Context: an optimization exercise on an open-source flow, tuned for small area. The choices shown serve that exercise and are no tape-out recipe. In this exercise RTL edits were held to simulation tests only and were not proved equivalent to the original. Power is estimated from default activity; no workload was simulated.

==> build 65 <==
==> flow/design.v <==
module events_to_apb (
  input   logic         clk,
  input   logic         reset,
  input   logic         event_a_i,
  input   logic         event_b_i,
  input   logic         event_c_i,
  output  logic         apb_psel_o,
  output  logic         apb_penable_o,
  output  logic [31:0]  apb_paddr_o,
  output  logic         apb_pwrite_o,
  output  logic [31:0]  apb_pwdata_o,
  input   logic         apb_pready_i
);
  localparam CNT_W = 16;
  logic sel_q;
  logic en_q;
  logic [1:0] src_q;
  logic a_pending, b_pending, c_pending;
  logic [CNT_W-1:0] a_events, b_events, c_events;
  logic [CNT_W-1:0] wdata;
  wire idle   = ~sel_q;
  wire setup  = sel_q & ~en_q;
  wire access = en_q;
  wire take_a = event_a_i;
  wire take_b = ~event_a_i & event_b_i;
  wire take_c = ~event_a_i & ~event_b_i & event_c_i;
  wire any_ev = event_a_i | event_b_i | event_c_i;
  wire tr_a = take_a | (~any_ev & a_pending);
  wire tr_b = take_b | (~any_ev & ~a_pending & b_pending);
  wire tr_c = take_c | (~any_ev & ~a_pending & ~b_pending & c_pending);
  wire start = any_ev | a_pending | b_pending | c_pending;
  wire clr_a = setup & (src_q == 2'd0);
  wire clr_b = setup & (src_q == 2'd1);
  wire clr_c = setup & (src_q == 2'd2);
  always_ff @(posedge clk) begin
    if (reset) begin
      sel_q <= 1'b0;
      en_q  <= 1'b0;
    end else if (idle) begin
      sel_q <= start;
    end else if (setup) begin
      en_q  <= 1'b1;
    end else if (apb_pready_i) begin
      sel_q <= 1'b0;
      en_q  <= 1'b0;
    end
  end
  always_ff @(posedge clk) begin
    if (idle)
      src_q <= tr_b ? 2'd1 : (tr_c ? 2'd2 : 2'd0);
  end
  always_ff @(posedge clk) begin
    if (reset) begin
      a_pending <= 1'b0;
      b_pending <= 1'b0;
      c_pending <= 1'b0;
    end else if (idle) begin
      a_pending <= a_pending & ~tr_a;
      b_pending <= b_pending & ~tr_b;
      c_pending <= c_pending & ~tr_c;
    end else begin
      a_pending <= a_pending | take_a;
      b_pending <= b_pending | take_b;
      c_pending <= c_pending | take_c;
    end
  end
  always_ff @(posedge clk) begin
    if (reset) begin
      a_events <= '0;
      b_events <= '0;
      c_events <= '0;
    end else begin
      a_events <= (clr_a ? '0 : a_events) + {{(CNT_W-1){1'b0}}, take_a};
      b_events <= (clr_b ? '0 : b_events) + {{(CNT_W-1){1'b0}}, take_b};
      c_events <= (clr_c ? '0 : c_events) + {{(CNT_W-1){1'b0}}, take_c};
    end
  end
  always_ff @(posedge clk) begin
    if (reset)
      wdata <= '0;
    else if (setup)
      wdata <= (src_q == 2'd0) ? a_events :
               (src_q == 2'd1) ? b_events : c_events;
  end
  assign apb_psel_o    = sel_q;
  assign apb_penable_o = en_q;
  assign apb_pwrite_o  = en_q;
  assign apb_pwdata_o  = {{(32-CNT_W){1'b0}}, wdata};
  always_comb begin
    if (!access)
      apb_paddr_o = 32'h0;
    else if (src_q == 2'd0)
      apb_paddr_o = 32'habba0000;
    else if (src_q == 2'd1)
      apb_paddr_o = 32'hbaff0000;
    else
      apb_paddr_o = 32'hcafe0000;
  end
endmodule
==> flow/flow/run.sh <==
#!/bin/bash
set -euo pipefail
export BUFFER_PORTS_ARGS="-buffer_cell sky130_fd_sc_hd__buf_1"
export CTS_ARGS="-sink_clustering_enable -repair_clock_nets -dont_use_dummy_load -buf_list {sky130_fd_sc_hd__clkbuf_4} -root_buf sky130_fd_sc_hd__clkbuf_4 -sink_clustering_size 30 -sink_clustering_max_diameter 100"
bash standard.sh finish > flow_make.log 2>&1
==> flow/standard.sh <==
#!/bin/bash
# synth_recipe.tcl (not shown) runs the flow's synth.tcl, then flattens the netlist and writes it again
# the make line also repeats each setting of config.mk as NAME=value (left out here)
make -C /OpenROAD-flow-scripts/flow DESIGN_CONFIG=/design/flow/config.mk WORK_HOME=/design/flow/orfs CLKGATE_MAP_FILE= SYNTH_SCRIPT=/design/flow/synth_recipe.tcl "${@:-finish}"
==> flow/config.mk <==
export PLATFORM = sky130hd
export DESIGN_NAME = events_to_apb
export DESIGN_NICKNAME = events_to_apb
export VERILOG_FILES = /design/flow/design.v
export SDC_FILE = /design/flow/constraint.sdc
export NUM_CORES = 4
export LEC_CHECK = 0
export CAP_MARGIN = 20
export CORE_MARGIN = 2
export CORE_UTILIZATION = 40
export SLEW_MARGIN = 20
==> flow/constraint.sdc <==
create_clock -name core_clock -period 5.0 [get_ports {clk}]
set_input_delay 1.0000 -clock core_clock [delete_from_list [all_inputs] [get_ports {clk}]]
set_output_delay 1.0000 -clock core_clock [all_outputs]
set_load 0.01 [all_outputs]
==> build 96 (differences from build 65) <==
==> flow/design.v, changed modules only <==
module events_to_apb (
  input   logic         clk,
  input   logic         reset,
  input   logic         event_a_i,
  input   logic         event_b_i,
  input   logic         event_c_i,
  output  logic         apb_psel_o,
  output  logic         apb_penable_o,
  output  logic [31:0]  apb_paddr_o,
  output  logic         apb_pwrite_o,
  output  logic [31:0]  apb_pwdata_o,
  input   logic         apb_pready_i
);
  localparam CNT_W = 16;
  logic sa, sb, sc;
  logic acc_q;
  logic a_pending, b_pending, c_pending;
  logic [CNT_W-1:0] a_events, b_events, c_events;
  logic [CNT_W-1:0] wdata;
  wire busy  = sa | sb | sc;
  wire idle  = ~busy;
  wire take_a = event_a_i;
  wire take_b = ~event_a_i & event_b_i;
  wire take_c = ~event_a_i & ~event_b_i & event_c_i;
  wire any_ev = event_a_i | event_b_i | event_c_i;
  wire tr_a = take_a | (~any_ev & a_pending);
  wire tr_b = take_b | (~any_ev & ~a_pending & b_pending);
  wire tr_c = take_c | (~any_ev & ~a_pending & ~b_pending & c_pending);
  wire set_a = sa & ~acc_q;
  wire set_b = sb & ~acc_q;
  wire set_c = sc & ~acc_q;
  wire za = reset | set_a;
  wire zb = reset | set_b;
  wire zc = reset | set_c;
  wire ia = ~reset & take_a;
  wire ib = ~reset & take_b;
  wire ic = ~reset & take_c;
  logic [CNT_W-1:0] ta, tb, tc;
  logic [CNT_W-1:0] na, nb, nc;
  always_comb begin
    ta[0] = ia;
    tb[0] = ib;
    tc[0] = ic;
    for (int k = 1; k < CNT_W; k++) begin
      ta[k] = ta[k-1] & a_events[k-1];
      tb[k] = tb[k-1] & b_events[k-1];
      tc[k] = tc[k-1] & c_events[k-1];
    end
    na[0] = za ? ia : (a_events[0] ^ ia);
    nb[0] = zb ? ib : (b_events[0] ^ ib);
    nc[0] = zc ? ic : (c_events[0] ^ ic);
    for (int k = 1; k < CNT_W; k++) begin
      na[k] = ~za & (a_events[k] ^ ta[k]);
      nb[k] = ~zb & (b_events[k] ^ tb[k]);
      nc[k] = ~zc & (c_events[k] ^ tc[k]);
    end
  end
  wire la    = ~reset & set_a;
  wire lb    = ~reset & set_b;
  wire lc    = ~reset & set_c;
  wire hold  = ~reset & ~(set_a | set_b | set_c);
  wire [CNT_W-1:0] nw = ({CNT_W{la}} & a_events) | ({CNT_W{lb}} & b_events) |
                        ({CNT_W{lc}} & c_events) | ({CNT_W{hold}} & wdata);
  always_ff @(posedge clk) begin
    a_events <= na;
    b_events <= nb;
    c_events <= nc;
    wdata    <= nw;
  end
  wire done = acc_q & apb_pready_i;
  always_ff @(posedge clk) begin
    if (reset) begin
      sa    <= 1'b0;
      sb    <= 1'b0;
      sc    <= 1'b0;
      acc_q <= 1'b0;
    end else if (idle) begin
      sa    <= tr_a;
      sb    <= tr_b;
      sc    <= tr_c;
    end else begin
      sa    <= sa & ~done;
      sb    <= sb & ~done;
      sc    <= sc & ~done;
      acc_q <= ~done;
    end
  end
  always_ff @(posedge clk) begin
    if (reset) begin
      a_pending <= 1'b0;
      b_pending <= 1'b0;
      c_pending <= 1'b0;
    end else begin
      a_pending <= (a_pending & ~set_a) | (busy & take_a);
      b_pending <= (b_pending & ~set_b) | (busy & take_b);
      c_pending <= (c_pending & ~set_c) | (busy & take_c);
    end
  end
  assign apb_psel_o    = busy;
  assign apb_penable_o = acc_q;
  assign apb_pwrite_o  = acc_q;
  assign apb_pwdata_o  = {{(32-CNT_W){1'b0}}, wdata};
  always_comb begin
    if (!acc_q)
      apb_paddr_o = 32'h0;
    else if (sa)
      apb_paddr_o = 32'habba0000;
    else if (sb)
      apb_paddr_o = 32'hbaff0000;
    else
      apb_paddr_o = 32'hcafe0000;
  end
endmodule
==> flow/flow/run.sh (replaced) <==
#!/bin/bash
# Layout flow: the standard ORFS flow with
#  - synthesis through synth_recipe.tcl with an area-oriented ABC script,
#  - sky130_fd_sc_hd__buf_1 as the port buffer cell,
#  - a clock tree built from clkbuf_4 cells, without dummy load cells.
# Each tool's log stays in orfs/logs/; make's own output goes to flow_make.log.
set -euo pipefail
W=$(pwd)
export OWN_WORK="$W"
export OWN_ABC_SCRIPT="$W/flow/abc_area.script"
export BUFFER_PORTS_ARGS="-buffer_cell sky130_fd_sc_hd__buf_1"
export CTS_ARGS="-sink_clustering_enable -repair_clock_nets -dont_use_dummy_load -buf_list {sky130_fd_sc_hd__clkbuf_4} -root_buf sky130_fd_sc_hd__clkbuf_4 -sink_clustering_size 30 -sink_clustering_max_diameter 100"
export SKIP_REPAIR_TIE_FANOUT=1
bash standard.sh SYNTH_SCRIPT="$W/flow/own_synth.tcl" finish > "$W/flow_make.log" 2>&1
==> flow/flow/abc_area.script (new file) <==
&get -n
&st
&syn2
&dch -f
&nf -R 1000
&put
topo
==> flow/flow/own_synth.tcl (new file) <==
# The standard synthesis (synth_recipe.tcl, unchanged), except that the
# ABC mapping step reads an area-oriented ABC script. Flip-flops are mapped
# before ABC runs, so the registers are the standard synthesis's.
proc abc {args} {
  set i [lsearch -exact $args -script]
  if {$i >= 0} {
    set args [lreplace $args [expr {$i + 1}] [expr {$i + 1}] $::env(OWN_ABC_SCRIPT)]
  }
  yosys abc {*}$args
}
source $::env(OWN_WORK)/synth_recipe.tcl
==> summary.txt <==
Critical path
  • CP top delay family: simple AND/OR/NAND/NOR gates
  • Reg2Reg Depth: 8
  • R2r startpoint: src_q[0]
  • Worst setup path endpoint: a_events[10]

Yosys
  • Post-synth EDFFs: 2

Global routing
  • Global Route met2 Usage: between 20 and 25%

Outcome
  • Status: complete, no violations

Power and ir drop
  • Power per standard cell area: 246 mW/mm^2

Die
  • Core Box Area: just over 0.009 sq mm
  • Die height: approximately 100 microns
  • Initial Util: 40.8%

Routing
  • Wire length on met2: 3240 microns
That was build 65.
==> summary.txt <==
Outcome
  • Status: complete, no violations

Die
  • Core Box Area: between 0.007 and 0.008 sq mm
  • Die height: slightly above 90 microns

Yosys
  • Post-synth EDFFs: 0

Critical path
  • Worst setup path endpoint: b_events[15]
  • R2r startpoint: b_events[0]
  • Reg2Reg Depth: 17
  • CP top delay family: adder cells

Routing
  • Wire length on met2: 2690 microns

Global routing
  • Global Route met2 Usage: 22.9%
That was build 96.

==> separate check: timing with driven ports <==
The flow's constraints put no driver on any port. The routed layouts listed below were extracted and timed again, unchanged, in two steps. Step 1: set_driving_cell puts a clkbuf_16 on clk and a buf_2 on each other input, an assumption about the parent block. Step 2 also shifts input and output timing later by t, the mid clock arrival at the registers, as if the neighbouring blocks saw the same clock. Three values: ideal ports, drivers, drivers and shift; two values: the first two.
| run | t, ns | setup slack, ns | hold slack, ns |
|---|---|---|---|
| build 65 | 0.419 | 1.915 / 1.915 / 1.915 | 0.463 / 0.463 / 0.463 |
| build 96 | 0.405 | 0.897 / 0.905 / 0.500 | 0.452 / 0.452 / 0.452 |
After both steps every run listed still meets setup and hold. For build 96, which loses most, drivers alone change the setup slack by +0.008 ns; drivers and shift together by -0.397 ns.
